What follows belongs to an exercise in optimizing a design on an open flow for small area and a short achievable clock period; a production flow would make more cautious choices.
The RTL was checked by simulation tests, not by an equivalence proof against the original design.
Power figures rest on the tool's default switching activity, not on a simulated workload.

===== flow/standard.sh =====
#!/bin/bash
# synth_recipe.tcl (not shown) runs the flow's synth.tcl, then flattens the netlist and writes it again
# the make line also repeats each setting of config.mk as NAME=value (left out here)
make -C /OpenROAD-flow-scripts/flow DESIGN_CONFIG=/design/flow/config.mk WORK_HOME=/design/flow/orfs CLKGATE_MAP_FILE= SYNTH_SCRIPT=/design/flow/synth_recipe.tcl "${@:-finish}"

===== flow/constraint.sdc =====
create_clock -name core_clock -period 11.0 [get_ports {clk}]
set_input_delay 2.2000 -clock core_clock [delete_from_list [all_inputs] [get_ports {clk}]]
set_output_delay 2.2000 -clock core_clock [all_outputs]
set_load 0.01 [all_outputs]

===== flow/design.v =====
package CORE_PKG;
parameter NUM_PREGS = 64;
parameter NUM_AREGS = 32;
parameter RS_ENTRIES = 16;
parameter NUM_FUS = 4;
typedef struct packed {
    logic [$clog2(NUM_PREGS)-1:0] dst_preg;
    logic [$clog2(NUM_PREGS)-1:0] src1_preg;
    logic [$clog2(NUM_PREGS)-1:0] src2_preg;
    logic [31:0] imm_val;
    logic instr_valid;
    logic [31:0] pc;
} disp_packet_t;
endpackage
import CORE_PKG::*;
module g_inv  (input logic a, output logic y); assign y = ~a; endmodule
module g_nand2 (input logic a, b, output logic y); assign y = ~(a & b); endmodule
module g_nand3 (input logic a, b, c, output logic y); assign y = ~(a & b & c); endmodule
module g_nor2 (input logic a, b, output logic y); assign y = ~(a | b); endmodule
module onehot_dec (
    input  logic        v,
    input  logic [3:0]  idx,
    output logic [15:0] y
);
logic [3:0] idx_n, lo_n, hi_n;
for (genvar j = 0; j < 4; j++) begin : g_in
    g_inv u_inv (.a(idx[j]), .y(idx_n[j]));
end
for (genvar k = 0; k < 4; k++) begin : g_pre
    g_nand3 u_lo (.a(v),
                  .b(k[1] ? idx[1] : idx_n[1]),
                  .c(k[0] ? idx[0] : idx_n[0]),
                  .y(lo_n[k]));
    g_nand2 u_hi (.a(k[1] ? idx[3] : idx_n[3]),
                  .b(k[0] ? idx[2] : idx_n[2]),
                  .y(hi_n[k]));
end
for (genvar i = 0; i < 16; i++) begin : g_out
    g_nor2 u_y (.a(lo_n[i%4]), .b(hi_n[i/4]), .y(y[i]));
end
endmodule
import CORE_PKG::*;
module aoi222 (
    input  logic [2:0] a,
    input  logic [2:0] b,
    output logic       y
);
assign y = ~|(a & b);
endmodule
module nand6 (
    input  logic [5:0] a,
    output logic       y
);
assign y = ~&a;
endmodule
module pkt_bit_mux #(
    parameter int N = RS_ENTRIES
)(
    input  logic [N-1:0] sel,
    input  logic [N-1:0] data,
    output logic         y
);
logic [5:0] t;
for (genvar k = 0; k < 5; k++) begin : g_aoi
    aoi222 u_aoi (.a(sel[3*k +: 3]), .b(data[3*k +: 3]), .y(t[k]));
end
assign t[5] = ~(sel[15] & data[15]);
nand6 u_or (.a(t), .y(y));
endmodule
import CORE_PKG::*;
module dep_row #(
    parameter int M = RS_ENTRIES * NUM_FUS
)(
    input  logic [M-1:0] d,
    input  logic [M-1:0] keep,
    input  logic [M-1:0] newc,
    input  logic         wr,
    output logic [M-1:0] nxt,
    output logic         zero
);
assign nxt  = (d & keep) | (newc & {M{wr}});
assign zero = ~(|nxt);
endmodule
module dep_col (
    input  logic dm,
    input  logic ready,
    input  logic rst,
    input  logic dv,
    output logic keep,
    output logic newc
);
assign keep = ~(ready | rst);
assign newc = dm & dv & ~ready & ~rst;
endmodule
import CORE_PKG::*;
module scheduler #(
    parameter PKT_W = 3*$clog2(NUM_PREGS) + 32 + 1 + 32    
)(
    input logic clk,
    input logic rst,
    output logic [RS_ENTRIES-1:0] local_ready_mask,
    input logic [(RS_ENTRIES * NUM_FUS)-1:0] global_ready_mask,
    input logic [PKT_W-1:0] disp_pkt,
    input logic disp_valid,
    input logic [(RS_ENTRIES * NUM_FUS)-1:0] dependency_mask,
    output logic [$clog2(RS_ENTRIES)-1:0] rs_entry_idx,
    output logic rs_full,
    input logic [($clog2(RS_ENTRIES))-1:0] retire_rs_entry,
    input logic retire_rs_valid,
    output logic [PKT_W-1:0] sched_pkt,
    output logic fire_valid,
    output logic [($clog2(RS_ENTRIES))-1:0] fire_entry
);
localparam int N = RS_ENTRIES;
localparam int M = RS_ENTRIES * NUM_FUS;
localparam int IW = $clog2(RS_ENTRIES);
logic [N-1:0]     valid_q;
logic [N-1:0]     granted_q;
logic [M-1:0]     dep_q [N];
logic [PKT_W-1:0] payload_q [N];
logic [N-1:0]     free_oh_q;
logic [N-1:0]     gnt_oh_q;
logic             fire_valid_q;
logic             full_q;
logic [IW-1:0]    free_idx_q;
logic [N-1:0] retire_oh;
onehot_dec u_lrm_dec (.v(retire_rs_valid), .idx(retire_rs_entry), .y(local_ready_mask));
onehot_dec u_ret_dec (.v(retire_rs_valid), .idx(retire_rs_entry), .y(retire_oh));
logic [M-1:0]  keep_col;      
logic [M-1:0]  new_col;       
logic [N-1:0]  disp_row;
logic [M-1:0]  dep_d [N];
logic [N-1:0]  valid_d, granted_d, req_d, gnt_oh_d, free_oh_d;
logic [IW-1:0] free_idx_d;
for (genvar j = 0; j < M; j++) begin : g_colsig
    dep_col u_col (.dm(dependency_mask[j]), .ready(global_ready_mask[j]), .rst(rst),
                   .dv(disp_valid), .keep(keep_col[j]), .newc(new_col[j]));
end
assign disp_row = {N{disp_valid}} & free_oh_q;
logic [N-1:0] dep_zero;
for (genvar i = 0; i < N; i++) begin : g_row
    dep_row #(.M(M)) u_row (
        .d(dep_q[i]), .keep(keep_col), .newc(new_col), .wr(free_oh_q[i]),
        .nxt(dep_d[i]), .zero(dep_zero[i])
    );
end
always_comb begin
    for (int i = 0; i < N; i++) begin
        valid_d[i]   = ~rst & ~retire_oh[i] & (valid_q[i] | disp_row[i]);
        granted_d[i] = ~rst & ~retire_oh[i] & (granted_q[i] | gnt_oh_q[i]);
        req_d[i]     = valid_d[i] & ~granted_d[i] & dep_zero[i];
    end
end
always_comb begin
    logic seen_r, seen_f;
    seen_r = 1'b0;
    seen_f = 1'b0;
    free_idx_d = '0;
    for (int i = 0; i < N; i++) begin
        gnt_oh_d[i]  = req_d[i] & ~seen_r;
        free_oh_d[i] = ~valid_d[i] & ~seen_f;
        if (free_oh_d[i]) free_idx_d = i[IW-1:0];
        seen_r = seen_r | req_d[i];
        seen_f = seen_f | ~valid_d[i];
    end
end
always_ff @(posedge clk) begin
    valid_q      <= valid_d;
    granted_q    <= granted_d;
    gnt_oh_q     <= gnt_oh_d;
    fire_valid_q <= |req_d;
    free_oh_q    <= free_oh_d;
    full_q       <= &valid_d;
    free_idx_q   <= free_idx_d;
    for (int i = 0; i < N; i++) dep_q[i] <= dep_d[i];
end
always_ff @(posedge clk) begin
    for (int i = 0; i < N; i++)
        if (free_oh_q[i]) payload_q[i] <= disp_pkt;
end
for (genvar b = 0; b < PKT_W; b++) begin : g_rd
    logic [N-1:0] col;
    for (genvar i = 0; i < N; i++) begin : g_col
        assign col[i] = payload_q[i][b];
    end
    pkt_bit_mux #(.N(N)) u_mux (.sel(gnt_oh_q), .data(col), .y(sched_pkt[b]));
end
assign fire_valid   = fire_valid_q;
always_comb begin
    fire_entry = '0;
    for (int i = 0; i < N; i++)
        if (gnt_oh_q[i]) fire_entry = fire_entry | IW'(i);
end
assign rs_full      = full_q;
assign rs_entry_idx = free_idx_q;
endmodule

===== flow/config.mk =====
export PLATFORM = sky130hd
export DESIGN_NAME = scheduler
export DESIGN_NICKNAME = scheduler
export VERILOG_FILES = /design/flow/design.v
export SDC_FILE = /design/flow/constraint.sdc
export NUM_CORES = 4
export LEC_CHECK = 0
export CAP_MARGIN = 20
export CORE_MARGIN = 2
export CORE_UTILIZATION = 60
export CTS_BUF_LIST = sky130_fd_sc_hd__clkbuf_16
export CTS_CLUSTER_DIAMETER = 60
export CTS_CLUSTER_SIZE = 24
export PLACE_DENSITY = 0.68
export SLEW_MARGIN = 20
export SYNTH_HIERARCHICAL = 1
export SYNTH_MINIMUM_KEEP_SIZE = 0

===== flow/flow/run.sh =====
#!/bin/bash
# Standard layout, with three changes to how it is made:
#  - port buffers are plain buf_2 cells (buffer_ports otherwise picks a slow
#    delay buffer, since nothing is critical at the design's period);
#  - timing repair aims for a setup margin well above zero, so the resizer
#    works on the paths that set the achieved period;
#  - the retire pins and the local_ready_mask pins are placed together.
# Each step's full output is in orfs/logs/; make's own output is in
# flow_make.log here.
set -euo pipefail
export BUFFER_PORTS_ARGS="-buffer_cell sky130_fd_sc_hd__buf_2"
export SETUP_SLACK_MARGIN=6.0
export PRE_IO_PLACEMENT_TCL="$(pwd)/flow/io.tcl"
bash standard.sh > flow_make.log 2>&1

===== flow/flow/io.tcl =====
# Keep the retire inputs and the local_ready_mask outputs they drive
# (a purely combinational path) next to each other on one edge.
set lrm_lo {}
set lrm_hi {}
for {set i 0} {$i < 8} {incr i} { lappend lrm_lo "local_ready_mask\[$i\]" }
for {set i 8} {$i < 16} {incr i} { lappend lrm_hi "local_ready_mask\[$i\]" }
set ret {retire_rs_valid retire_rs_entry[0] retire_rs_entry[1] retire_rs_entry[2] retire_rs_entry[3]}
set names [concat $lrm_lo $ret $lrm_hi]
set pins {}
foreach n $names { lappend pins [get_ports $n] }
set_io_pin_constraint -group -order -pin_names $pins -region top:*

==> impl_metrics.json, run 1 <==
{
  "status": "finished clean",
  "io_buffers": 327,
  "drv_slew": 0,
  "cts-root-buf": "clkbuf_16",
  "dp_hpwl_um": 127000,
  "ant_nets": 0,
  "synth_cell_type_count": 53,
  "grt_overflow": 0,
  "p_leak_nw": 32.4,
  "crit_fanout": 61,
  "grt_pass1_vias": 50400,
  "cts_made_buffers": 140,
  "fp-row-count": 135,
  "cts_sinks": 2422,
  "tightest_slew_ps": 1120,
  "syn2layout_area_growth_pct": 11.6,
  "design.die.area_um2": 140000,
  "vias_per_cell": 7.11,
  "rsz0062_at_grt": "true",
  "final_layout_size_suffix_gt1_share_pct": 15.5,
  "power_density_nw_per_um2": 172,
  "place_area_um2": 86200,
  "seqCellArea_um2": 61900,
  "synth-warning-count": 12,
  "post-route-util_pct": 67.6,
  "combPwrFrac_pct": 2.9,
  "ys_ff_latch": 2422,
  "fin_tns_setup_ps": 0,
  "die_y_um": 374,
  "cts_hold_buf": 0,
  "grt_max_degree": 89,
  "ys_seq_area_share_pct": 75.1,
  "place_ws_ps": 3990,
  "maxCapViolations": 0,
  "final_cell_area_um2": 91800,
  "grt_pass1_wl_um": 341000,
  "rrSetupSlack_ps": 6440,
  "setup_viol": 0,
  "drc_errors": 0,
  "hold_path_class": "flop to flop",
  "die_x_um": 374,
  "h-tree-depth": 4,
  "syn_avg_cell_area_um2": 16.4,
  "period_minus_slack_ps": 4980,
  "cts.reportedPaths.clkPinSlew_ps": 90,
  "seq_power_share_pct": 60.9,
  "required_ps": 8800,
  "multiInputGateArea_um2": 19700,
  "hold_viol": 0,
  "wl_um": 238000,
  "ir_drop_mv": 0.147,
  "track_usage_pct": 32.7,
  "cts_tree": "yes",
  "p_int_mw": 12.4,
  "period_share_pct": 45.3,
  "synth_edf_count": 1328,
  "skew_ps": 22.1,
  "p_sw_share_pct": 21.7,
  "fin_ws_ps": 6020,
  "coreArea_um2": 136000,
  "place_congestion": 0.865,
  "fillers": 9324,
  "cts_max_path_buffers": 3,
  "synth_ff_type": "edfxtp_1",
  "cp-end-kind": "output port",
  "initial_core_util_pct": 60.6,
  "netlist_area_um2": 82300,
  "antenna_found_initial": 27,
  "insertion_delay_ps": 810,
  "synth-async-reset-ratio_pct": 0,
  "timing.fmax_mhz": 201,
  "maxSlewHeadroom_pct": 25.0,
  "avgRoutedWirePerCell_um": 32.1,
  "syn_nets": 5235,
  "power.switching_mw": 3.42,
  "crit_type": "flop to output port",
  "num_io_pins": 328,
  "cp.arrival_ps": 2780,
  "power_mw": 15.8,
  "drt-initial-drc-count": 7697,
  "drt-pass1-iter-count": 9,
  "final_nets": 5724,
  "synthCells": 5016,
  "num_vias": 52600,
  "critPathLaunchType": "flop",
  "clockPowerShare_pct": 36.2
}
==> metal layers <==
layer  global-route usage (%)  vias to the layer above  routed length (µm)  part of all wire (%)
met5                        0                        -                  96                 0.040
met2                     51.3                     3052              111000                    47
met4                     9.83                       18                6480                   2.7
met3                     6.16                      383               25800                    11
met1                     46.8                    26800               94200                    40
li1                         -                    22400                   -                     -
==> per-module statistics from Yosys, one instance, submodules excluded, a selection <==
module / times used / flops+latches / cells inside / cell area [µm²]
g_nand2: 8 / 0 / 1 / 3.75
g_inv: 8 / 0 / 1 / 3.75
aoi222: 415 / 0 / 1 / 10.0
g_nor2: 32 / 0 / 1 / 3.75
g_nand3: 8 / 0 / 1 / 5.00
dep_col: 64 / 0 / 2 / 16.3
nand6: 83 / 0 / 2 / 13.8
scheduler: 1 / 2422 / 2632 / 63000
==> Yosys cell counts (all sizes together) (2+ instances only) <==
library cell / n / area share [%]
edfxtp: 1328 / 48
dfxtp: 1094 / 27
a22o: 1024 / 11
a222oi: 415 / 5.0
nor4: 278 / 2.2
nand2: 199 / 0.91
nor2: 142 / 0.65
buf: 119 / 1.2
nand3: 108 / 0.66
and4: 88 / 0.94
and4bb: 64 / 0.97
nor3: 37 / 0.24
nand4: 20 / 0.16
inv: 17 / 0.078
nor4b: 17 / 0.30
a21oi: 14 / 0.090
a21o: 7 / 0.064
and2: 5 / 0.038
clkbuf: 4 / 0.018
nand2b: 4 / 0.030
nand3b: 3 / 0.027
nor3b: 3 / 0.033
or2: 3 / 0.023
and3: 2 / 0.015
and4b: 2 / 0.024
nand4bb: 2 / 0.047
o211ai: 2 / 0.018
==> power by group through the flow <==
stage / clock [mW] / sequential (mW) / combinational, mW
4_1_cts: 5.78 / 9.62 / 0.445
5_1_grt: 6.10 / 9.63 / 0.484
3_5_place_dp: 0 / 9.83 / 0.436
2_1_floorplan: 0 / 9.84 / 0.165
3_3_place_gp: 0 / 9.83 / 0.428
6_report: 5.73 / 9.62 / 0.459
==> placed cells by master, fill, tap and decap left out, types with 4 or more instances in the layout <==
master | synthesis | routed
bufinv_16 | 0 | 4
buf_6 | 66 | 5
clkinv_1 | 0 | 14
a21o_1 | 7 | 7
buf_8 | 0 | 6
nor3_1 | 34 | 34
nand2_1 | 199 | 196
buf_2 | 51 | 321
nor4_1 | 261 | 243
nand3_1 | 108 | 103
dfxtp_4 | 0 | 32
diode_2 | 0 | 9
nor2_1 | 141 | 136
clkbuf_16 | 0 | 155
clkinv_4 | 0 | 12
nor4b_2 | 16 | 15
inv_8 | 0 | 15
a21oi_1 | 13 | 13
buf_4 | 1 | 108
inv_1 | 17 | 23
inv_6 | 0 | 16
clkinvlp_4 | 0 | 8
and4_1 | 88 | 88
a222oi_1 | 415 | 415
and4bb_4 | 0 | 18
dfxtp_1 | 1094 | 1062
buf_12 | 0 | 14
nand3_4 | 0 | 4
clkinv_2 | 0 | 10
edfxtp_1 | 1328 | 1328
buf_16 | 0 | 10
nor2_2 | 1 | 6
and2_1 | 5 | 5
nand2b_1 | 4 | 4
nand4_1 | 19 | 19
clkinv_8 | 0 | 4
and4bb_2 | 64 | 46
a22o_1 | 1024 | 1024
nor4_2 | 17 | 33
==> worst paths after layout <==
kind / startpoint / end / depth (start not counted)
worst min register to register: granted_q[15] / granted_q[15] / 2
worst max register to register: free_oh_q[1] / fire_valid_q / 11
worst max-delay path: gnt_oh_q[10] / sched_pkt[18] / 5
worst min-delay path: granted_q[15] / granted_q[15] / 2
==> sequential cells by signal (all words and copies together), names as in the netlist <==
register,cells
dep_q,1024
valid_q,16
free_idx_q,4
full_q,1
free_oh_q,16
granted_q,16
gnt_oh_q,16
fire_valid_q,1
payload_q,1328
==> what timing repair did <==
action                     CTS  global route
pin swaps                    0             5
gates resized for setup     71            52
cloned                       2             3
setup endpoints to repair  106            36
setup buffers                8             8
==> final cells by class <==
class / count / area share [%]
Sequential cell: 2422 / 67.4
Multi-Input combinational cell: 2454 / 21.5
Clock buffer: 151 / 4.11
Timing Repair Buffer: 470 / 3.58
Tap cell: 1781 / 2.43
Clock inverter: 98 / 0.936
Inverter: 17 / 0.0749
Antenna cell: 9 / 0.0245
==> through the flow <==
stage / cells / hold slack, ps
global placement: 7123 / 454
floorplan: 5016 / 420
finish: 7402 / 479
CTS: 7382 / 478
detailed placement: 7123 / 454
global route: 7397 / 499
==> critical path, stage by stage (launching register included) <==
cell and delay, ps:
dfxtp_4 670, buf_12 460, a222oi_1 130, and4_1 220, nand3_1 250, buf_2 200
==> cell families (layout without fill, tap and decap cells) <==
family	Yosys count	count (layout)	synth area share (%)
AOI/OAI and AO/OA	1471	1471	16.2
buffers and inverters	140	736	1.32
other	0	9	0
DFF	2422	2422	75.1
and+or+nand+nor	983	983	7.38
==> run 2, diff against run 1 <==
--- a/flow/config.mk
+++ b/flow/config.mk
@@ -7,11 +7,11 @@
 export LEC_CHECK = 0
 export CAP_MARGIN = 20
 export CORE_MARGIN = 2
-export CORE_UTILIZATION = 60
+export CORE_UTILIZATION = 70
 export CTS_BUF_LIST = sky130_fd_sc_hd__clkbuf_16
 export CTS_CLUSTER_DIAMETER = 60
 export CTS_CLUSTER_SIZE = 24
-export PLACE_DENSITY = 0.68
+export PLACE_DENSITY = 0.76
 export SLEW_MARGIN = 20
 export SYNTH_HIERARCHICAL = 1
 export SYNTH_MINIMUM_KEEP_SIZE = 0
==> run 2 against run 1 <==
Still clean. Worst hold slack got worse by 10 ps. Total power grew 0.85%. Global-route usage grew 4.9 points. Combinational power decreased by 1%. Final area decreased by 0.23%. Fmax fell by 1.1%. Non-clock buffer count fell by 16. Register-to-register slack better by 310 ps. Clock power is 2% higher. Sequential power hardly changed. Routed wire length decreased by 2.6%. Critical path type is now primary input to output port. Critical endpoint is now local_ready_mask[13]. Highest routed layer unchanged.
==> impl_metrics.json, run 2 <==
{
  "clockPowerShare_pct": 36.8,
  "track_usage_pct": 37.6,
  "avgRoutedWirePerCell_um": 32.5,
  "tightest_slew_ps": 1150,
  "design.die.area_um2": 120000,
  "seq_power_share_pct": 60.4,
  "combPwrFrac_pct": 2.8,
  "hold_viol": 0,
  "syn_avg_cell_area_um2": 16.4,
  "p_int_mw": 12.6,
  "maxSlewHeadroom_pct": 23.5,
  "cts_sinks": 2422,
  "regMostFlops": "payload_q",
  "io_buffers": 327,
  "synth_common_cells": "1,328 x edfxtp_1, 1,094 x dfxtp_1, 1,024 x a22o_1",
  "place_congestion": 0.891,
  "synth_most_common_cell": "edfxtp_1",
  "syn_nets": 5235,
  "post-route-util_pct": 78.8,
  "synth_ff_type": "edfxtp_1",
  "skew_ps": 20.9,
  "maxCapViolations": 0,
  "status": "finished clean",
  "h-tree-depth": 4,
  "synth_cell_type_count": 53,
  "cts.reportedPaths.clkPinSlew_ps": 90,
  "crit_fanout": 6,
  "die_y_um": 347,
  "initial_core_util_pct": 70.7,
  "drt-initial-drc-count": 8728,
  "ys_ff_latch": 2422,
  "insertion_delay_ps": 790,
  "cp-end-kind": "output port",
  "cts_tree": "yes",
  "final_nets": 5707,
  "netlist_area_um2": 82300,
  "yosysTopAreaCell": "edfxtp_1",
  "vias_per_cell": 7.45,
  "coreArea_um2": 116000,
  "reg_top3": "payload_q (1328), dep_q (1024)",
  "die_x_um": 347,
  "rsz0062_at_grt": "true",
  "ir_drop_mv": 0.175,
  "mostFrequentLayoutCell": "edfxtp_1",
  "most-common-layout-cells": "1,328 x edfxtp_1, 1,062 x dfxtp_1, 1,024 x a22o_1, 415 x a222oi_1, 320 x buf_2",
  "grt_overflow": 0,
  "cts_max_path_buffers": 3,
  "grt_max_degree": 129,
  "period_minus_slack_ps": 5040,
  "ant_nets": 0,
  "drv_slew": 0,
  "p_sw_share_pct": 21.0,
  "hold_path_class": "flop to flop",
  "timing.fmax_mhz": 198,
  "crit_type": "primary input to output port",
  "setup_viol": 0,
  "wl_um": 231000,
  "drc_errors": 0,
  "power.switching_mw": 3.35,
  "power_density_nw_per_um2": 174,
  "antenna_found_initial": 26,
  "largest_register_ffs": 1328,
  "required_ps": 8800,
  "period_share_pct": 45.8,
  "fin_tns_setup_ps": 0,
  "cp.arrival_ps": 2840,
  "grt_pass1_vias": 51300,
  "grt_pass1_wl_um": 335000,
  "critPathLaunchType": "primary input",
  "p_leak_nw": 32.3,
  "cts_hold_buf": 0,
  "synthCells": 5016,
  "yosys-top-cells-area": "edfxtp_1 48%, dfxtp_1 27%, a22o_1 11%",
  "syn2layout_area_growth_pct": 11.4,
  "synth-async-reset-ratio_pct": 0,
  "num_vias": 53100,
  "drt-pass1-iter-count": 10,
  "num_io_pins": 328,
  "cts-root-buf": "clkbuf_16",
  "final_layout_size_suffix_gt1_share_pct": 15.4,
  "synth-warning-count": 12,
  "synth_edf_count": 1328,
  "ys_seq_area_share_pct": 75.1,
  "synth_top_area_share_pct": 48.5,
  "fp-row-count": 125,
  "cts_made_buffers": 139,
  "dp_hpwl_um": 122000
}
-- run 2: cell types whose count changed in the layout (fill, tap and decap cells not counted), moves of 5 or more --
cell	change
buf_4	-18
and4bb_2	-17
and4bb_4	+17
inv_8	-12
bufinv_16	+9
buf_12	+8
nor4_2	-7
buf_16	-6
clkinvlp_4	+6
nor4_4	+6
clkinv_2	-5
nor2_1	-5
-- run 2: cell type report --
class	count	area, µm²
clock buffers	152	3800
well taps	1524	1910
diodes	12	30.0
fillers	6602	24700
inverters	17	71.3
multi-input cells	2454	19800
flip-flops and latches	2422	61900
clock inverters	94	1010
repair buffers	454	3070
-- run 2: worst max-delay path, stage by stage --
cell and delay, ps:
buf_6 130, inv_4 80, nand3_4 120, nor2_4 160, buf_2 140
-- run 2: what timing repair did --
item / 4_1_cts / 5_1_grt
setup buffers: 13 / 4
pin swaps: 1 / 8
hold endpoints to repair: 0 / 0
setup endpoints to repair: 119 / 38
gates resized for setup: 65 / 79
-- run 2: routing by layer --
metal	share of wire (%)	wire [µm]	up-vias	track usage, %
li1	-	-	22400	-
met1	37	84900	26500	53.1
met2	46	106000	3670	57.8
met3	14	31400	516	8.74
met4	3.6	8430	26	13.7
met5	0.070	161	-	0
-- run 2: cells by family after synthesis --
family	count (synthesis)	synth area share (%)
flops	2422	75.1
compound gates	1471	16.2
simple gates	983	7.38
buf+inv	140	1.32
-- run 2: path summary, 6_finish.rpt --
path	startpoint	end	slack (ps)	cells past startpoint
worst max-delay path	retire_rs_entry[1]	local_ready_mask[13]	5960	5
worst min-delay path	granted_q[15]	granted_q[15]	470	2
worst max register to register	free_oh_q[8]	fire_valid_q	6750	10
worst min register to register	granted_q[15]	granted_q[15]	470	2
-- run 2: power groups by stage --
stage	Combinational (mW)	Sequential, mW	Clock (mW)
final	0.454	9.63	5.86
after global routing	0.475	9.63	6.19
after CTS	0.427	9.63	5.86
after detailed placement	0.420	9.84	0
after global placement	0.412	9.83	0
after floorplan	0.165	9.84	0
-- run 2: metrics by stage --
stage	hold slack [ps]	worst slack [ps]	cell area (µm²)	power, mW	std cells
floorplan	420	6250	82300	10.0	5016
global placement	452	4290	85800	10.2	6853
detailed placement	442	4140	85800	10.3	6854
CTS	466	5970	91200	15.9	7113
global route	497	5940	91600	16.3	7125
finish	468	5960	91600	15.9	7129
-- run 2: per-module statistics from Yosys (local to each module, per instance), excerpt --
module | cells | flops+latches | times used
nand6 | 2 | 0 | 83
g_nand3 | 1 | 0 | 8
dep_col | 2 | 0 | 64
g_nand2 | 1 | 0 | 8
g_inv | 1 | 0 | 8
scheduler | 2632 | 2422 | 1
aoi222 | 1 | 0 | 415
g_nor2 | 1 | 0 | 32
==> run 3, diff against run 2 <==
--- a/flow/design.v
+++ b/flow/design.v
@@ -84,13 +84,13 @@
 module dep_col (
     input  logic dm,
     input  logic ready,
-    input  logic rst,
+    input  logic rst_q,
     input  logic dv,
     output logic keep,
     output logic newc
 );
-assign keep = ~(ready | rst);
-assign newc = dm & dv & ~ready & ~rst;
+assign keep = ~(ready | rst_q);
+assign newc = dm & dv & ~ready;
 endmodule
 import CORE_PKG::*;
 module scheduler #(
@@ -121,6 +121,7 @@
 logic [N-1:0]     free_oh_q;
 logic [N-1:0]     gnt_oh_q;
 logic             fire_valid_q;
+logic             rst_q;
 logic             full_q;
 logic [IW-1:0]    free_idx_q;
 logic [N-1:0] retire_oh;
@@ -133,7 +134,7 @@
 logic [N-1:0]  valid_d, granted_d, req_d, gnt_oh_d, free_oh_d;
 logic [IW-1:0] free_idx_d;
 for (genvar j = 0; j < M; j++) begin : g_colsig
-    dep_col u_col (.dm(dependency_mask[j]), .ready(global_ready_mask[j]), .rst(rst),
+    dep_col u_col (.dm(dependency_mask[j]), .ready(global_ready_mask[j]), .rst_q(rst_q),
                    .dv(disp_valid), .keep(keep_col[j]), .newc(new_col[j]));
 end
 assign disp_row = {N{disp_valid}} & free_oh_q;
@@ -165,6 +166,7 @@
     end
 end
 always_ff @(posedge clk) begin
+    rst_q        <= rst;
     valid_q      <= valid_d;
     granted_q    <= granted_d;
     gnt_oh_q     <= gnt_oh_d;
--- a/flow/flow/run.sh
+++ b/flow/flow/run.sh
@@ -9,6 +9,6 @@
 # flow_make.log here.
 set -euo pipefail
 export BUFFER_PORTS_ARGS="-buffer_cell sky130_fd_sc_hd__buf_2"
-export SETUP_SLACK_MARGIN=6.0
+export SETUP_SLACK_MARGIN=6.3
 export PRE_IO_PLACEMENT_TCL="$(pwd)/flow/io.tcl"
 bash standard.sh > flow_make.log 2>&1
--- a/flow/config.mk
+++ b/flow/config.mk
@@ -7,11 +7,11 @@
 export LEC_CHECK = 0
 export CAP_MARGIN = 20
 export CORE_MARGIN = 2
-export CORE_UTILIZATION = 70
+export CORE_UTILIZATION = 60
 export CTS_BUF_LIST = sky130_fd_sc_hd__clkbuf_16
 export CTS_CLUSTER_DIAMETER = 60
 export CTS_CLUSTER_SIZE = 24
-export PLACE_DENSITY = 0.76
+export PLACE_DENSITY = 0.68
 export SLEW_MARGIN = 20
 export SYNTH_HIERARCHICAL = 1
 export SYNTH_MINIMUM_KEEP_SIZE = 0
==> run 3 against run 2 <==
Synthesized cell count about the same. Fmax up 2.0%. Setup slack better by 99 ps. Register-to-register slack about the same. Routed wire length is 7.8% higher. Flip-flop and latch count increased by 1. First-iteration DRC count increased by 8.3%. Via count increased by 0.59%. Count of clock-buffer cells in the layout grew 2.
==> impl_metrics.json, run 3 <==
{
  "cts_sinks": 2423,
  "ir_drop_mv": 0.145,
  "ys_ff_latch": 2423,
  "top_layer_used": "met5",
  "avgRoutedWirePerCell_um": 33.3,
  "setup_viol": 0,
  "grt_max_degree": 100,
  "final_cell_area_um2": 94200,
  "power_mw": 16.1,
  "ant_nets": 0,
  "period_share_pct": 44.9,
  "drv_slew": 0,
  "required_ps": 8800,
  "p_leak_nw": 33.7,
  "io_buffers": 327,
  "synth_edf_count": 1328,
  "critPathLaunchType": "primary input",
  "initial_core_util_pct": 60.5,
  "wl_met2_um": 112000,
  "place_ws_ps": 4550,
  "syn_nets": 5236,
  "hold_viol": 0,
  "mostFrequentLayoutCell": "edfxtp_1",
  "rsz0062_at_grt": "true",
  "slowest_delay_ps": 140,
  "status": "finished clean",
  "period_minus_slack_ps": 4940,
  "synth_top_area_share_pct": 48.6,
  "dr_wl_met3_um": 30800,
  "syn2layout_area_growth_pct": 14.8,
  "final_nets": 5801,
  "place_congestion": 0.869,
  "synth_common_cells": "1,328 x edfxtp_1, 1,095 x dfxtp_1, 1,024 x a22o_1",
  "crit_type": "primary input to output port",
  "maxCapViolations": 0,
  "yosysTopAreaCell": "edfxtp_1",
  "syn_avg_cell_area_um2": 16.4,
  "die_y_um": 374,
  "grt_overflow": 0,
  "timing.fmax_mhz": 202,
  "num_io_pins": 328,
  "skew_ps": 24.2,
  "cts-root-buf": "clkbuf_16",
  "most-common-layout-cells": "1,328 x edfxtp_1, 1,062 x dfxtp_1, 1,024 x a22o_1, 415 x a222oi_1, 299 x buf_2",
  "synth-warning-count": 12,
  "m1WireLength_um": 97400,
  "fin_tns_setup_ps": 0,
  "insertion_delay_ps": 810,
  "cp-startpoint": "retire_rs_entry[0]",
  "regMostFlops": "payload_q",
  "cts_hold_buf": 0,
  "cp-end-kind": "output port",
  "drc_errors": 0,
  "drt-pass1-iter-count": 10,
  "cts.reportedPaths.clkPinSlew_ps": 80,
  "worstPathCellList": "buf_12 > clkinv_8 > nand3_4 > nor2_2 > buf_2",
  "synth_ff_type": "edfxtp_1",
  "synth_most_common_cell": "edfxtp_1",
  "cts_tree": "yes",
  "post-route-util_pct": 69.4,
  "wl_um": 250000,
  "cts_max_path_buffers": 3,
  "reg_top3": "payload_q (1328), dep_q (1024)",
  "power_density_nw_per_um2": 171,
  "num_vias": 53400,
  "design.die.area_um2": 140000,
  "grt_pass1_wl_um": 347000,
  "cp_slowest_cell": "buf_2",
  "yosys-top-cells-area": "edfxtp_1 49%, dfxtp_1 27%, a22o_1 11%",
  "vias_per_cell": 7.13,
  "crit_fanout": 4,
  "cts_made_buffers": 141,
  "fin_ws_ps": 6060,
  "place_area_um2": 86000,
  "cp.arrival_ps": 2740,
  "tightest_slew_ps": 1190,
  "synthCells": 5017,
  "track_usage_pct": 33.8,
  "antenna_found_initial": 29,
  "r2r_start": "free_oh_q[1]",
  "die_x_um": 374,
  "coreArea_um2": 136000,
  "ys_seq_area_share_pct": 75.3,
  "drt-initial-drc-count": 9450,
  "netlist_area_um2": 82100,
  "hold_path_class": "flop to flop",
  "grt_pass1_vias": 50400,
  "h-tree-depth": 4,
  "fp-row-count": 135,
  "hp-start": "granted_q[15]",
  "largest_register_ffs": 1328,
  "synth_cell_type_count": 53,
  "dp_hpwl_um": 124000,
  "final_layout_size_suffix_gt1_share_pct": 17.7,
  "synth-async-reset-ratio_pct": 0,
  "maxSlewHeadroom_pct": 20.3
}
[run 3: cell types whose count changed after synthesis]
cell	previous run	this run
and3b_1	0	64
and4bb_2	64	0
dfxtp_1	1094	1095
[run 3: logic make-up after synthesis]
group,Yosys count,synth area share (%)
DFF,2423,75.3
buffers and inverters,140,1.33
and+or+nand+nor,983,7.11
AOI/OAI and AO/OA,1471,16.3
[run 3: modules after synthesis (local to each module, per instance), a selection]
module     copies in the design  flip-flops and latches  cells  area, µm²
scheduler                     1                    2423   2633      63000
nand6                        83                       0      2       13.8
dep_col                      64                       0      2       12.5
aoi222                      415                       0      1       10.0
g_nand3                       8                       0      1       5.00
g_inv                         8                       0      1       3.75
g_nand2                       8                       0      1       3.75
g_nor2                       32                       0      1       3.75
[run 3: worst max-delay path: cells and delay by family]
kind	cells	cell delay (ps)
buffers and inverters	3	310
AND/OR/NAND/NOR	2	230
[run 3: through the flow]
| stage | instances | hold WS (ps) |
|---|---|---|
| finish | 7492 | 486 |
| global route | 7483 | 499 |
| CTS | 7436 | 483 |
| detailed placement | 7121 | 443 |
| global placement | 7120 | 435 |
| floorplan | 5017 | 420 |
[run 3: layer usage]
layer	GRT usage [%]	vias up
met5	0	-
met1	48.5	27100
met2	51.4	3327
li1	-	22500
met4	11.5	22
met3	7.45	460
[run 3: path summary, 6_finish.rpt]
kind                         end  slack, ps  cells past startpoint
max          local_ready_mask[4]       6060                      5
min                granted_q[15]        490                      2
max reg2reg         fire_valid_q       6740                     10
min reg2reg        granted_q[15]        490                      2
[run 3: what timing repair did]
action | 4_1_cts | 5_1_grt
setup endpoints to repair | 120 | 97
gates resized for setup | 243 | 111
gates cloned | 9 | 25
buffers inserted | 51 | 14
pin swaps | 56 | 164
endpoints found under the hold margin | 0 | 0
[run 3: area by class of cell]
cell class	instances	area, µm²
Tap cell	1781	2230
Sequential cell	2423	61900
Timing Repair Buffer	544	4930
Fill cell	9054	41400
Clock buffer	154	3850
Inverter	17	114
Multi-Input combinational cell	2455	20000
Antenna cell	17	42.5
Clock inverter	101	1060
[run 3: power breakdown]
group          leakage, nW  switching (mW)  internal, mW
Clock                 2.44            3.08          2.89
Combinational         10.4           0.351         0.126
Sequential            20.9          0.0415          9.60
Total                 33.7            3.47          12.6
==> run 4, diff against run 3 <==
==> flow/flow/run.sh (replaced) <==
#!/bin/bash
# Standard layout, with three changes to how it is made:
#  - port buffers are plain buf_1 cells (buffer_ports otherwise picks a slow
#    delay buffer, since nothing is critical at the design's period);
#  - timing repair aims for a setup margin well above zero, so the resizer
#    works on the paths that set the achieved period;
#  - the retire pins and the local_ready_mask pins are placed together.
# Each step's full output is in orfs/logs/; make's own output is in
# flow_make.log here.
set -euo pipefail
export BUFFER_PORTS_ARGS="-buffer_cell sky130_fd_sc_hd__buf_1"
export SETUP_SLACK_MARGIN=6.15
export PRE_IO_PLACEMENT_TCL="$(pwd)/flow/io.tcl"
bash standard.sh > flow_make.log 2>&1
--- a/flow/config.mk
+++ b/flow/config.mk
@@ -7,11 +7,11 @@
 export LEC_CHECK = 0
 export CAP_MARGIN = 20
 export CORE_MARGIN = 2
-export CORE_UTILIZATION = 60
+export CORE_UTILIZATION = 62
 export CTS_BUF_LIST = sky130_fd_sc_hd__clkbuf_16
 export CTS_CLUSTER_DIAMETER = 60
-export CTS_CLUSTER_SIZE = 24
-export PLACE_DENSITY = 0.68
+export CTS_CLUSTER_SIZE = 27
+export PLACE_DENSITY = 0.7
 export SLEW_MARGIN = 20
 export SYNTH_HIERARCHICAL = 1
 export SYNTH_MINIMUM_KEEP_SIZE = 0
==> run 4 against run 3 <==
Total power decreased by 0.48%. Die area shrank 3.2%. Cell count is 1.2% lower. Fmax shrank 0.89%. Sequential power about the same. Area after synthesis unchanged. Critical path type unchanged. Synthesized cell count is the same. Register-to-register slack worse by 130 ps. Flip-flop and latch count stayed put. Sequential share of layout area rose by 1.5 points.
==> impl_metrics.json, run 4 <==
{
  "r2r_start": "free_oh_q[8]",
  "worstPathCellList": "buf_12 > inv_8 > nand3_4 > nor2_2 > buf_2",
  "critPathTopFamily": "buffers and inverters",
  "synth_xor_area_share_pct": 0,
  "fin_tns_setup_ps": 0,
  "skew_ps": 36.8,
  "synthSimpleGateAreaFrac_pct": 7.11,
  "yosysTopAreaCell": "edfxtp_1",
  "rr_endpoint": "fire_valid_q",
  "rsz0062_at_grt": "true",
  "regMostFlops": "payload_q",
  "cts_made_buffers": 142,
  "maxCapViolations": 0,
  "fillers": 8791,
  "vias_per_cell": 7.15,
  "grt_overflow": 0,
  "drv_slew": 0,
  "tightest_slew_ps": 1100,
  "synth_cell_type_count": 53,
  "synthCells": 5017,
  "critPathLaunchType": "primary input",
  "most-common-layout-cells": "1,328 x edfxtp_1, 1,062 x dfxtp_1, 1,024 x a22o_1, 415 x a222oi_1, 302 x buf_1",
  "cp_slowest_cell": "buf_2",
  "insertion_delay_ps": 800,
  "avgRoutedWirePerCell_um": 32.0,
  "synth_fa_ha_area_share_pct": 0,
  "cts_max_path_buffers": 3,
  "dp_hpwl_um": 124000,
  "wl_um": 237000,
  "period_minus_slack_ps": 4990,
  "crit_buf_inv": 3,
  "synth_top_area_share_pct": 48.6,
  "ir_drop_mv": 0.137,
  "cts-root-buf": "clkbuf_16",
  "synth_most_common_cell": "edfxtp_1",
  "initial_core_util_pct": 62.4,
  "power_density_nw_per_um2": 174,
  "h-tree-depth": 4,
  "final_layout_size_suffix_gt1_share_pct": 11.0,
  "seqCellArea_um2": 61900,
  "mostFrequentLayoutCell": "edfxtp_1",
  "reg_top3": "payload_q (1328), dep_q (1024)",
  "netlist_area_um2": 82100,
  "cts_tree": "yes",
  "worst-path-stages": 5,
  "timing.hold.ws_ps": 469,
  "final_cell_area_um2": 92000,
  "syn2layout_area_growth_pct": 12.1,
  "setup_viol": 0,
  "syn_nets": 5236,
  "crit_end": "local_ready_mask[13]",
  "num_vias": 52900,
  "synth_top_family_by_area": "compound AO/OA/AOI/OAI gates",
  "drt-initial-drc-count": 8518,
  "cp.arrival_ps": 2790,
  "grt_max_degree": 127,
  "grt_pass1_vias": 50400,
  "slowest_delay_ps": 150,
  "final_nets": 5749,
  "design.die.area_um2": 135000,
  "synth_edf_count": 1328,
  "drt-pass1-iter-count": 10,
  "io_buffers": 327,
  "grt_pass1_wl_um": 338000,
  "num_io_pins": 328,
  "required_ps": 8800,
  "cp-startpoint": "retire_rs_entry[1]",
  "synth_ff_type": "edfxtp_1",
  "cts_hold_buf": 0,
  "maxSlewHeadroom_pct": 26.8,
  "rrSetupSlack_ps": 6610,
  "synth-warning-count": 12,
  "place_congestion": 0.875,
  "p_leak_nw": 31.9,
  "cts.reportedPaths.clkPinSlew_ps": 90,
  "synth-async-reset-ratio_pct": 0,
  "reg2reg_depth": 11,
  "crit_type": "primary input to output port",
  "period_share_pct": 45.3,
  "yosys-top-cells-area": "edfxtp_1 49%, dfxtp_1 27%, a22o_1 11%",
  "place_area_um2": 85600,
  "status": "finished clean",
  "syn_avg_cell_area_um2": 16.4,
  "hold_path_class": "flop to flop",
  "ant_nets": 0,
  "muxShareOfSynthArea_pct": 0,
  "coreArea_um2": 131000,
  "timing.fmax_mhz": 201,
  "die_x_um": 368,
  "synth_compound_area_share_pct": 16.3,
  "fp-row-count": 133,
  "antenna_found_initial": 20,
  "largest_register_ffs": 1328,
  "track_usage_pct": 34.0,
  "cp-end-kind": "output port",
  "crit_fanout": 4,
  "ys_ff_latch": 2423,
  "drc_errors": 0,
  "die_y_um": 368,
  "cts_sinks": 2423,
  "hold_viol": 0,
  "ys_seq_area_share_pct": 75.3,
  "synth_common_cells": "1,328 x edfxtp_1, 1,095 x dfxtp_1, 1,024 x a22o_1",
  "multiInputGateArea_um2": 19700
}
## run 4: cell counts after synthesis
Identical to the previous run, type by type.
## run 4: cells by family after synthesis
| group | Yosys count |
|---|---|
| flip-flops | 2423 |
| AO/OA/AOI/OAI | 1471 |
| AND/OR/NAND/NOR | 983 |
| buffers and inverters | 140 |
## run 4: final cells by class
class	instances	share of cell area (%)
Timing Repair Buffer	492	3.53
Antenna cell	10	0.0272
Sequential cell	2423	67.3
Tap cell	1755	2.39
Multi-Input combinational cell	2454	21.4
Inverter	17	0.113
Clock buffer	145	3.94
Clock inverter	108	1.32
## run 4: metal layers
layer  vias to the layer above  GRT usage (%)  share of wire (%)
met2                      3238           51.7                 46
li1                      22400              -                  -
met5                         -              0              0.036
met3                       435           6.79                 12
met1                     26800           49.1                 39
met4                        16           12.0                3.5
## run 4: how the worst min path moves through the flow
stage | start | to | slack, ps | depth (start not counted)
2_1_floorplan | granted_q[15] | granted_q[15] | 420 | 2
3_3_place_gp | granted_q[15] | granted_q[15] | 440 | 2
3_5_place_dp | granted_q[15] | granted_q[15] | 440 | 2
4_1_cts | granted_q[15] | granted_q[15] | 470 | 2
5_1_grt | granted_q[15] | granted_q[15] | 490 | 2
6_report | granted_q[15] | granted_q[15] | 470 | 2
## run 4: what timing repair did
item	4_1_cts	5_1_grt
gates cloned	2	1
pin swaps	8	14
gates resized for setup	185	70
setup buffers	28	11
setup endpoints to repair	120	40
## run 4: metrics by stage
stage	std cells	total power [mW]	util [%]	worst slack [ps]
2_1_floorplan	5017	10.0	-	6250
3_3_place_gp	7099	10.3	65.1	4370
3_5_place_dp	7099	10.3	65.1	4390
4_1_cts	7382	16.0	69.6	6110
5_1_grt	7400	16.4	70.0	6010
6_report	7404	16.0	70.0	6010
## run 4: per-module statistics from Yosys (local to each module, per instance), excerpt
module | flops+latches | area [µm²]
g_nor2 | 0 | 3.75
scheduler | 2423 | 63000
aoi222 | 0 | 10.0
g_nand2 | 0 | 3.75
nand6 | 0 | 13.8
dep_col | 0 | 12.5
g_inv | 0 | 3.75
g_nand3 | 0 | 5.00
## run 4: worst register-to-register path, delay by kind of cell, from the launching register on
family                 cells  cell delay [ps]
AO/OA/AOI/OAI              1              290
buffers and inverters      2             1460
flip-flops                 1              750
AND/OR/NAND/NOR            8             1770
## run 4: where the power goes
part / switching (mW) / leakage (nW) / internal, mW
registers: 0.0420 / 20.9 / 9.60
clock network: 3.12 / 2.39 / 2.80
logic: 0.342 / 8.60 / 0.106
==> run 5, diff against run 4 <==
--- a/flow/config.mk
+++ b/flow/config.mk
@@ -9,8 +9,8 @@
 export CORE_MARGIN = 2
 export CORE_UTILIZATION = 62
 export CTS_BUF_LIST = sky130_fd_sc_hd__clkbuf_16
-export CTS_CLUSTER_DIAMETER = 60
-export CTS_CLUSTER_SIZE = 27
+export CTS_CLUSTER_DIAMETER = 100
+export CTS_CLUSTER_SIZE = 26
 export PLACE_DENSITY = 0.7
 export SLEW_MARGIN = 20
 export SYNTH_HIERARCHICAL = 1
==> run 5 against run 4 <==
Cell count down 1.4%. Worst hold slack improved by 2.1 ps. Final area shrank 2.3%. Synthesized cell count unchanged. Critical endpoint is now local_ready_mask[8]. Flip-flop and latch count did not move. Die area is the same. Count of clock-buffer cells in the layout down 40. Still clean. Fmax is 0.32% lower. Core utilization down 1.6 points. Sequential power hardly changed. Register-to-register slack got worse by 50 ps. Clock power down 26%.
==> impl_metrics.json, run 5 <==
{
  "status": "finished clean",
  "track_usage_pct": 33.4,
  "die_x_um": 368,
  "cts_made_buffers": 103,
  "holdPathStages": 2,
  "synth_cell_type_count": 53,
  "hold_viol": 0,
  "synth_most_common_cell": "edfxtp_1",
  "rrSetupSlack_ps": 6560,
  "ant_nets": 0,
  "h-tree-depth": 3,
  "setup_viol": 0,
  "yosysTopAreaCell": "edfxtp_1",
  "power_mw": 14.5,
  "fp-row-count": 133,
  "p_leak_nw": 31.0,
  "initial_core_util_pct": 62.4,
  "synth_ff_type": "edfxtp_1",
  "use_met1_pct": 48.8,
  "synth_top_area_share_pct": 48.6,
  "cp.arrival_ps": 2800,
  "wl_um": 234000,
  "most-common-layout-cells": "1,328 x edfxtp_1, 1,062 x dfxtp_1, 1,024 x a22o_1, 415 x a222oi_1, 302 x buf_1",
  "grt_max_degree": 127,
  "hold_path_class": "flop to flop",
  "hp-start": "granted_q[15]",
  "slowest_delay_ps": 170,
  "grt_pass1_vias": 49800,
  "cts-root-buf": "clkbuf_16",
  "grtUsageMet2_pct": 50.9,
  "muxShareOfSynthArea_pct": 0,
  "required_ps": 8800,
  "place_area_um2": 85600,
  "place_ws_ps": 4390,
  "grt_util_met3_pct": 6.29,
  "drv_slew": 0,
  "final_cell_area_um2": 89900,
  "crit_type": "primary input to output port",
  "cts_tree": "yes",
  "period_minus_slack_ps": 5000,
  "coreArea_um2": 131000,
  "ys_ff_latch": 2423,
  "tightest_slew_ps": 1040,
  "rsz0062_at_grt": "true",
  "place_inst": 7099,
  "regMostFlops": "payload_q",
  "grt_overflow": 0,
  "instances_no_fill": 7299,
  "fin_tns_setup_ps": 0,
  "synthCells": 5017,
  "synth_common_cells": "1,328 x edfxtp_1, 1,095 x dfxtp_1, 1,024 x a22o_1",
  "num_io_pins": 328,
  "synth_xor_area_share_pct": 0,
  "post-route-util_pct": 68.4,
  "num_vias": 52600,
  "insertion_delay_ps": 760,
  "syn_nets": 5236,
  "synth_edf_count": 1328,
  "cts_sinks": 2423,
  "reg_top3": "payload_q (1328), dep_q (1024)",
  "antenna_found_initial": 20,
  "netlist_area_um2": 82100,
  "maxCapViolations": 0,
  "cp_slowest_cell": "nor2_2",
  "synth-async-reset-ratio_pct": 0,
  "period_share_pct": 45.5,
  "fin_ws_ps": 6000,
  "die_y_um": 368,
  "crit_fanout": 4,
  "worstPathCellList": "buf_12 > clkinv_8 > nand3_4 > nor2_2 > buf_2",
  "vias_per_cell": 7.20,
  "drc_errors": 0,
  "min_to": "granted_q[15]",
  "drt-initial-drc-count": 8420,
  "r2r_start": "free_oh_q[8]",
  "ys_seq_area_share_pct": 75.3,
  "final_nets": 5699,
  "synth-warning-count": 12,
  "cts.reportedPaths.clkPinSlew_ps": 100,
  "drt-pass1-iter-count": 9,
  "io_buffers": 327,
  "yosys-top-cells-area": "edfxtp_1 49%, dfxtp_1 27%, a22o_1 11%",
  "synth_fa_ha_area_share_pct": 0,
  "critPathLaunchType": "primary input",
  "rr_endpoint": "fire_valid_q",
  "top_usage_layer": "met2",
  "reg2reg_depth": 11,
  "power_density_nw_per_um2": 161,
  "maxSlewHeadroom_pct": 30.4,
  "dp_hpwl_um": 124000,
  "syn2layout_area_growth_pct": 9.52,
  "grt_pass1_wl_um": 335000,
  "mostFrequentLayoutCell": "edfxtp_1",
  "skew_ps": 42.6,
  "timing.fmax_mhz": 200,
  "avgRoutedWirePerCell_um": 32.0,
  "timing.hold.ws_ps": 472,
  "syn_avg_cell_area_um2": 16.4,
  "cp-end-kind": "output port",
  "final_layout_size_suffix_gt1_share_pct": 8.66,
  "synth_top_family_by_area": "compound AO/OA/AOI/OAI gates",
  "synth_compound_area_share_pct": 16.3,
  "largest_register_ffs": 1328,
  "synthSimpleGateAreaFrac_pct": 7.11,
  "ir_drop_mv": 0.131,
  "design.die.area_um2": 135000,
  "cts_max_path_buffers": 3,
  "cp-startpoint": "retire_rs_entry[1]",
  "place_congestion": 0.875
}
[run 5: cell counts after synthesis]
No cell type changed its count.
[run 5: worst max path at each step]
stage                                to  slack (ps)  cells after the start
floorplan           local_ready_mask[0]        6250                      3
global placement           gnt_oh_q[13]        4370                     11
detailed placement         gnt_oh_q[15]        4390                     10
CTS                 local_ready_mask[3]        6110                      4
global route        local_ready_mask[8]        6000                      5
finish              local_ready_mask[8]        6000                      5
[run 5: report_power, final]
part / leakage (nW) / switching (mW) / internal [mW]
Combinational: 8.48 / 0.341 / 0.108
Sequential: 20.9 / 0.0420 / 9.60
Clock: 1.57 / 2.66 / 1.74
Total: 31.0 / 3.04 / 11.4
[run 5: cell type report]
| class | instances | area [µm²] |
|---|---|---|
| Antenna cell | 12 | 30.0 |
| Clock buffer | 105 | 2630 |
| Clock inverter | 52 | 243 |
| Fill cell | 9040 | 41600 |
| Inverter | 17 | 109 |
| Multi-Input combinational cell | 2454 | 19700 |
| Sequential cell | 2423 | 61900 |
| Tap cell | 1755 | 2200 |
| Timing Repair Buffer | 481 | 3050 |
[run 5: kinds of logic (layout without fill, tap and decap cells)]
kind of cell    count (synthesis)  in the layout
flops                        2423           2423
compound gates               1471           1471
simple gates                  983            983
buf+inv                       140            655
other cells                     0             12
[run 5: timing repair]
| action | 4_1_cts | 5_1_grt |
|---|---|---|
| hold buffers | 0 | 0 |
| gates cloned | 1 | 1 |
| buffers inserted | 16 | 13 |
| pin swaps | 10 | 11 |
| endpoints found under the setup margin | 120 | 49 |
| gates resized for setup | 186 | 74 |
[run 5: modules after synthesis, one instance, submodules excluded, a selection]
module,cells,flip-flops and latches,area [µm²]
aoi222,1,0,10.0
g_inv,1,0,3.75
g_nand3,1,0,5.00
g_nand2,1,0,3.75
nand6,2,0,13.8
g_nor2,1,0,3.75
dep_col,2,0,12.5
scheduler,2633,2423,63000
[run 5: layer usage]
metal	routed length, µm	vias up
li1	-	22200
met1	91900	26700
met2	106000	3282
met3	27400	367
met4	7790	12
met5	73	-
[run 5: worst max-delay path, delay by kind of cell]
| family | cells | cell delay [ps] |
|---|---|---|
| AND/OR/NAND/NOR | 2 | 270 |
| buffers and inverters | 3 | 330 |
==> run 6, diff against run 5 <==
--- a/flow/flow/run.sh
+++ b/flow/flow/run.sh
@@ -9,6 +9,6 @@
 # flow_make.log here.
 set -euo pipefail
 export BUFFER_PORTS_ARGS="-buffer_cell sky130_fd_sc_hd__buf_1"
-export SETUP_SLACK_MARGIN=6.15
+export SETUP_SLACK_MARGIN=6.0
 export PRE_IO_PLACEMENT_TCL="$(pwd)/flow/io.tcl"
 bash standard.sh > flow_make.log 2>&1
==> run 6 against run 5 <==
Total power about the same. Routed wire length down 1.2%. Setup slack worse by 61 ps. Sequential share of layout area grew 0.36 points. Core utilization down 0.35 points. Synthesized cell count stayed put. Combinational power decreased by 2%. Global-route usage decreased by 0.25 points.
==> impl_metrics.json, run 6 <==
{
  "crit_fanout": 81,
  "drt-pass1-iter-count": 8,
  "yosys-top-cells-area": "edfxtp_1 49%, dfxtp_1 27%, a22o_1 11%",
  "required_ps": 11650,
  "drc_errors": 0,
  "maxCapViolations": 0,
  "antenna_found_initial": 18,
  "cts_made_buffers": 103,
  "min_to": "granted_q[15]",
  "netlist_area_um2": 82100,
  "cts_max_path_buffers": 3,
  "mostFrequentLayoutCell": "edfxtp_1",
  "r2r_start": "free_oh_q[8]",
  "tightest_slew_ps": 1030,
  "cts_hold_buf": 0,
  "final_layout_size_suffix_gt1_share_pct": 8.05,
  "drt-initial-drc-count": 8190,
  "vias_per_cell": 7.15,
  "num_vias": 52100,
  "syn_avg_cell_area_um2": 16.4,
  "initial_core_util_pct": 62.4,
  "setup_viol": 0,
  "power_density_nw_per_um2": 162,
  "hold_viol": 0,
  "yosysTopAreaCell": "edfxtp_1",
  "ir_drop_mv": 0.131,
  "avgRoutedWirePerCell_um": 31.7,
  "most-common-layout-cells": "1,328 x edfxtp_1, 1,062 x dfxtp_1, 1,024 x a22o_1, 415 x a222oi_1, 305 x buf_1",
  "cp-end-kind": "flop",
  "rsz0062_at_grt": "true",
  "cts_sinks": 2423,
  "skew_ps": 38.6,
  "period_minus_slack_ps": 5060,
  "grt_pass1_wl_um": 333000,
  "synth_ff_type": "edfxtp_1",
  "hp-start": "granted_q[15]",
  "drv_slew": 0,
  "syn_nets": 5236,
  "reg_top3": "payload_q (1328), dep_q (1024)",
  "coreArea_um2": 131000,
  "grt_max_degree": 127,
  "insertion_delay_ps": 760,
  "cts-root-buf": "clkbuf_16",
  "ant_nets": 0,
  "wl_um": 231000,
  "die_y_um": 368,
  "timing.fmax_mhz": 198,
  "fillers": 9117,
  "synth_edf_count": 1328,
  "design.die.area_um2": 135000,
  "syn2layout_area_growth_pct": 8.95,
  "fp-row-count": 133,
  "cts.reportedPaths.clkPinSlew_ps": 100,
  "p_leak_nw": 30.8,
  "die_x_um": 368,
  "cp.arrival_ps": 5710,
  "synthCells": 5017,
  "ys_ff_latch": 2423,
  "fin_tns_setup_ps": 0,
  "holdPathStages": 2,
  "largest_register_ffs": 1328,
  "crit_type": "primary input to flop",
  "maxSlewHeadroom_pct": 31.2,
  "ys_seq_area_share_pct": 75.3,
  "place_congestion": 0.875,
  "num_io_pins": 328,
  "rrSetupSlack_ps": 6530,
  "dp_hpwl_um": 124000,
  "synth_cell_type_count": 53,
  "grt_pass1_vias": 49700,
  "period_share_pct": 46.0,
  "reg2reg_depth": 11,
  "cts_tree": "yes",
  "hold_path_class": "flop to flop",
  "synth_top_area_share_pct": 48.6,
  "regMostFlops": "payload_q",
  "power_mw": 14.5,
  "status": "finished clean",
  "rr_endpoint": "fire_valid_q",
  "io_buffers": 327,
  "h-tree-depth": 3,
  "synth-async-reset-ratio_pct": 0,
  "final_nets": 5682,
  "synth_most_common_cell": "edfxtp_1",
  "synth_common_cells": "1,328 x edfxtp_1, 1,095 x dfxtp_1, 1,024 x a22o_1",
  "track_usage_pct": 33.1,
  "critPathLaunchType": "primary input",
  "synth-warning-count": 12,
  "grt_overflow": 0
}
==> run 6: cells by family (layout without fill, tap and decap cells) <==
family / after synthesis / in the layout / share of synthesized area (%)
other: 0 / 11 / 0
AND/OR/NAND/NOR: 983 / 983 / 7.11
flip-flops: 2423 / 2423 / 75.3
buffers and inverters: 140 / 638 / 1.33
AO/OA/AOI/OAI: 1471 / 1471 / 16.3
==> run 6: metal layers <==
| layer | track usage [%] | share of wire, % | up-vias |
|---|---|---|---|
| met2 | 50.4 | 45 | 3087 |
| met3 | 6.36 | 11 | 389 |
| met1 | 48.5 | 40 | 26400 |
| li1 | - | - | 22200 |
| met4 | 11.1 | 3.6 | 14 |
| met5 | 0 | 0.036 | - |
==> run 6: modules after synthesis (local to each module, per instance), a selection <==
module	cell area, µm²	flip-flops and latches
aoi222	10.0	0
dep_col	12.5	0
g_inv	3.75	0
g_nand2	3.75	0
g_nand3	5.00	0
g_nor2	3.75	0
nand6	13.8	0
scheduler	63000	2423
==> run 6: metrics by stage <==
| stage | util [%] | std cells | hold slack (ps) | cell area, µm² | setup WS (ps) |
|---|---|---|---|---|---|
| global placement | 65.1 | 7099 | 440 | 85600 | 4370 |
| CTS | 67.7 | 7267 | 469 | 89000 | 5990 |
| floorplan | - | 5017 | 420 | 82100 | 6250 |
| finish | 68.0 | 7281 | 473 | 89400 | 5940 |
| global route | 68.0 | 7276 | 494 | 89400 | 5920 |
| detailed placement | 65.1 | 7099 | 445 | 85600 | 4390 |
==> run 6: worst max-delay path by stage <==
stage / startpoint / end / cells after the start
finish: disp_valid / gnt_oh_q[15] / 10
global placement: disp_valid / gnt_oh_q[13] / 11
global route: disp_valid / fire_valid_q / 12
floorplan: retire_rs_entry[0] / local_ready_mask[0] / 3
CTS: retire_rs_entry[3] / local_ready_mask[1] / 5
detailed placement: disp_valid / gnt_oh_q[15] / 10
==> run 6: power by group <==
part	switching, mW	internal [mW]
registers	0.0420	9.60
clock network	2.65	1.74
logic	0.337	0.102
==> run 6: cell type report <==
type / count / area [µm²] / area share (%)
clock buffers: 105 / 2630 / 2.94
diodes: 11 / 27.5 / 0.0308
multi-input cells: 2454 / 19600 / 21.9
flip-flops and latches: 2423 / 61900 / 69.3
inverters: 17 / 68.8 / 0.0770
clock inverters: 52 / 243 / 0.271
well taps: 1755 / 2200 / 2.46
repair buffers: 464 / 2710 / 3.03
==> run 6: worst max-delay path, stage by stage <==
cell and delay [ps]:
buf_2 110, buf_8 220, and3b_4 410, a22o_1 240
nor4_1 640, nand2_1 290, nor4_4 560, nor4b_4 450
nand3_1 190, nor4_1 260
==> run 6: what timing repair did <==
item | 4_1_cts | 5_1_grt
endpoints found under the setup margin | 119 | 41
cloned | 0 | 0
buffers inserted | 11 | 3
resized for setup | 125 | 66
pin swaps | 1 | 7
==> run 7, diff against run 6 <==
--- a/flow/design.v
+++ b/flow/design.v
@@ -119,7 +119,10 @@
 logic [M-1:0]     dep_q [N];
 logic [PKT_W-1:0] payload_q [N];
 logic [N-1:0]     free_oh_q;
-logic [N-1:0]     gnt_oh_q;
+localparam int H = N / 2;
+logic [N-1:0]     gnt_half_q;    
+logic             none_lo_q;     
+logic [N-1:0]     gnt_oh_q;      
 logic             fire_valid_q;
 logic             rst_q;
 logic             full_q;
@@ -131,7 +134,7 @@
 logic [M-1:0]  new_col;       
 logic [N-1:0]  disp_row;
 logic [M-1:0]  dep_d [N];
-logic [N-1:0]  valid_d, granted_d, req_d, gnt_oh_d, free_oh_d;
+logic [N-1:0]  valid_d, granted_d, req_d, gnt_half_d, free_oh_d;
 logic [IW-1:0] free_idx_d;
 for (genvar j = 0; j < M; j++) begin : g_colsig
     dep_col u_col (.dm(dependency_mask[j]), .ready(global_ready_mask[j]), .rst_q(rst_q),
@@ -158,18 +161,21 @@
     seen_f = 1'b0;
     free_idx_d = '0;
     for (int i = 0; i < N; i++) begin
-        gnt_oh_d[i]  = req_d[i] & ~seen_r;
+        if (i == H) seen_r = 1'b0;
+        gnt_half_d[i] = req_d[i] & ~seen_r;
         free_oh_d[i] = ~valid_d[i] & ~seen_f;
         if (free_oh_d[i]) free_idx_d = i[IW-1:0];
         seen_r = seen_r | req_d[i];
         seen_f = seen_f | ~valid_d[i];
     end
 end
+assign gnt_oh_q = {gnt_half_q[N-1:H] & {H{none_lo_q}}, gnt_half_q[H-1:0]};
 always_ff @(posedge clk) begin
     rst_q        <= rst;
     valid_q      <= valid_d;
     granted_q    <= granted_d;
-    gnt_oh_q     <= gnt_oh_d;
+    gnt_half_q   <= gnt_half_d;
+    none_lo_q    <= ~(|req_d[H-1:0]);
     fire_valid_q <= |req_d;
     free_oh_q    <= free_oh_d;
     full_q       <= &valid_d;
--- a/flow/flow/run.sh
+++ b/flow/flow/run.sh
@@ -9,6 +9,6 @@
 # flow_make.log here.
 set -euo pipefail
 export BUFFER_PORTS_ARGS="-buffer_cell sky130_fd_sc_hd__buf_1"
-export SETUP_SLACK_MARGIN=6.0
+export SETUP_SLACK_MARGIN=6.1
 export PRE_IO_PLACEMENT_TCL="$(pwd)/flow/io.tcl"
 bash standard.sh > flow_make.log 2>&1
==> run 7 against run 6 <==
Still clean. Global-route usage increased by 0.41 points. Register-to-register slack got worse by 80 ps. Fmax increased by 2.2%.
==> impl_metrics.json, run 7 <==
{
  "cts_max_path_buffers": 3,
  "cts_hold_buf": 0,
  "regMostFlops": "payload_q",
  "period_minus_slack_ps": 4950,
  "cts_made_buffers": 103,
  "h-tree-depth": 3,
  "synth_top_area_share_pct": 48.6,
  "fin_ws_ps": 6050,
  "cts-root-buf": "clkbuf_16",
  "final_layout_size_suffix_gt1_share_pct": 9.08,
  "cp.arrival_ps": 2750,
  "p_leak_nw": 31.1,
  "fin_tns_setup_ps": 0,
  "final_nets": 5722,
  "initial_core_util_pct": 62.4,
  "hp-start": "granted_q[2]",
  "avgRoutedWirePerCell_um": 32.4,
  "timing.fmax_mhz": 202,
  "setup_viol": 0,
  "grt_pass1_vias": 49400,
  "antenna_found_initial": 32,
  "crit_type": "primary input to output port",
  "drt-pass1-iter-count": 9,
  "netlist_area_um2": 82100,
  "hold_path_class": "flop to flop",
  "coreArea_um2": 131000,
  "synth_cell_type_count": 50,
  "ant_nets": 0,
  "cp-end-kind": "output port",
  "fillers": 8976,
  "synth_xor_area_share_pct": 0,
  "largest_register_ffs": 1328,
  "synth_ff_type": "edfxtp_1",
  "synthCells": 5017,
  "synth-warning-count": 12,
  "drt-initial-drc-count": 8341,
  "vias_per_cell": 7.18,
  "synth_top_family_by_area": "compound AO/OA/AOI/OAI gates",
  "grt_pass1_wl_um": 336000,
  "required_ps": 8800,
  "mostFrequentLayoutCell": "edfxtp_1",
  "drc_errors": 0,
  "syn2layout_area_growth_pct": 9.75,
  "syn_nets": 5236,
  "synth_most_common_cell": "edfxtp_1",
  "ys_seq_area_share_pct": 75.3,
  "most-common-layout-cells": "1,328 x edfxtp_1, 1,063 x dfxtp_1, 1,024 x a22o_1, 415 x a222oi_1, 295 x buf_1",
  "ir_drop_mv": 0.134,
  "design.die.area_um2": 135000,
  "yosysTopAreaCell": "edfxtp_1",
  "drv_slew": 0,
  "maxSlewHeadroom_pct": 24.6,
  "synth_fa_ha_area_share_pct": 0,
  "synth_compound_area_share_pct": 16.3,
  "wl_um": 237000,
  "insertion_delay_ps": 770,
  "yosys-top-cells-area": "edfxtp_1 49%, dfxtp_1 27%, a22o_1 11%",
  "track_usage_pct": 33.5,
  "die_y_um": 368,
  "grt_overflow": 0,
  "rr_endpoint": "none_lo_q",
  "reg2reg_depth": 12,
  "place_ws_ps": 4450,
  "cts_tree": "yes",
  "reg_top3": "payload_q (1328), dep_q (1024)",
  "io_buffers": 327,
  "grt_max_degree": 108,
  "die_x_um": 368,
  "skew_ps": 27.3,
  "cts_sinks": 2424,
  "synth-async-reset-ratio_pct": 0,
  "holdPathStages": 1,
  "status": "finished clean",
  "synthSimpleGateAreaFrac_pct": 7.04,
  "power_density_nw_per_um2": 161,
  "num_vias": 52400,
  "rsz0062_at_grt": "true",
  "r2r_start": "rst_q",
  "maxCapViolations": 0,
  "tightest_slew_ps": 1130,
  "hold_viol": 0,
  "ys_ff_latch": 2424,
  "cts.reportedPaths.clkPinSlew_ps": 100,
  "muxShareOfSynthArea_pct": 0,
  "num_io_pins": 328,
  "period_share_pct": 45.0,
  "crit_fanout": 6,
  "fp-row-count": 133,
  "rrSetupSlack_ps": 6450,
  "syn_avg_cell_area_um2": 16.4,
  "min_to": "granted_q[2]",
  "synth_edf_count": 1328,
  "synth_common_cells": "1,328 x edfxtp_1, 1,096 x dfxtp_1, 1,024 x a22o_1",
  "critPathLaunchType": "primary input",
  "place_congestion": 0.876,
  "dp_hpwl_um": 123000
}
## run 7: cell count changes after synthesis, moves of 5 or more
| cell | change |
|---|---|
| nand4b_1 | +6 |
| nor2_1 | -6 |
| nand3_1 | -12 |
| nand4_1 | +5 |
| a21oi_1 | +7 |
| and2_1 | +7 |
## run 7: power by group
group	internal (mW)	switching, mW	leakage [nW]
logic	0.111	0.346	8.71
clock network	1.73	2.66	1.50
registers	9.61	0.0335	20.9
## run 7: layout make-up
cell class | instances | area (µm²) | area share (%)
flip-flops and latches | 2424 | 61900 | 68.8
multi-input cells | 2463 | 19700 | 21.9
repair buffers | 491 | 3250 | 3.61
clock buffers | 104 | 2600 | 2.89
well taps | 1755 | 2200 | 2.44
clock inverters | 40 | 230 | 0.256
inverters | 20 | 108 | 0.119
diodes | 11 | 27.5 | 0.0306
## run 7: worst max-delay path by stage
stage / startpoint / slack [ps] / cells after the start / endpoint
2_1_floorplan: none_lo_q / 6180 / 5 / sched_pkt[0]
3_5_place_dp: disp_valid / 4450 / 13 / none_lo_q
3_3_place_gp: disp_valid / 4460 / 13 / none_lo_q
4_1_cts: none_lo_q / 6000 / 6 / sched_pkt[35]
6_report: retire_rs_entry[2] / 6050 / 5 / local_ready_mask[9]
5_1_grt: none_lo_q / 6010 / 6 / sched_pkt[66]
## run 7: kinds of logic after synthesis
family,count (synthesis)
AND/OR/NAND/NOR,973
flip-flops,2424
buffers and inverters,140
AO/OA/AOI/OAI,1480
## run 7: layer usage
metal | track usage [%] | up-vias | part of all wire (%)
li1 | - | 22200 | -
met1 | 48.4 | 26500 | 39
met2 | 52.4 | 3241 | 46
met3 | 5.83 | 408 | 11
met4 | 10.7 | 30 | 3.5
met5 | 0 | - | 0.082
## run 7: per-module statistics from Yosys, one instance, submodules excluded, a selection
module	copies in the design	flops+latches	area [µm²]
g_nor2	32	0	3.75
aoi222	415	0	10.0
dep_col	64	0	12.5
nand6	83	0	13.8
g_nand3	8	0	5.00
g_inv	8	0	3.75
g_nand2	8	0	3.75
scheduler	1	2424	63000
## run 7: worst max-delay path, cell delays in order
cell and delay, ps:
buf_6 130, inv_4 80, nand2_4 60, nor2_1 140
buf_2 150
## run 7: through the flow
stage | hold slack [ps] | power, mW | util [%] | std cells | cell area (µm²)
2_1_floorplan | 421 | 10.0 | - | 5017 | 82100
3_3_place_gp | 454 | 10.3 | 65.1 | 7110 | 85600
3_5_place_dp | 458 | 10.3 | 65.1 | 7110 | 85600
4_1_cts | 485 | 14.5 | 68.0 | 7283 | 89400
5_1_grt | 505 | 14.8 | 68.5 | 7302 | 90100
6_report | 490 | 14.5 | 68.5 | 7308 | 90100
## run 7: timing repair
action / 4_1_cts / 5_1_grt
buffers inserted: 14 / 6
hold endpoints to repair: 0 / 0
resized for setup: 172 / 106
setup endpoints to repair: 120 / 106
cloned: 15 / 8
pin swaps: 53 / 46

what the ideal ports hide:
The results above use ideal ports. As a check the final layouts listed here were re-extracted and re-timed, cells and wires unchanged. Step 1, drivers: a clkbuf_16 drives clk and a buf_2 each remaining input, both assumed. Step 2, shift: input delay + t, output delay - t, t = (earliest + latest rising clock arrival at the registers) / 2. This alone moves slack from input paths to output paths. Three values: no drivers, after step 1, after step 2; two values: the first two.
run	t, ns	setup WS [ns]
run 1	0.882	6.017 / 5.930 / 5.178
run 2	0.861	5.960 / 5.902 / 5.228
run 3	0.881	6.059 / 5.997 / 5.465
run 4	0.856	6.014 / 5.965 / 5.216
run 5	0.829	5.998 / 5.943 / 5.351
run 6	0.828	5.937 / 5.940 / 5.173
run 7	0.845	6.045 / 5.976 / 5.336
After both steps setup and hold are still met in every run listed.
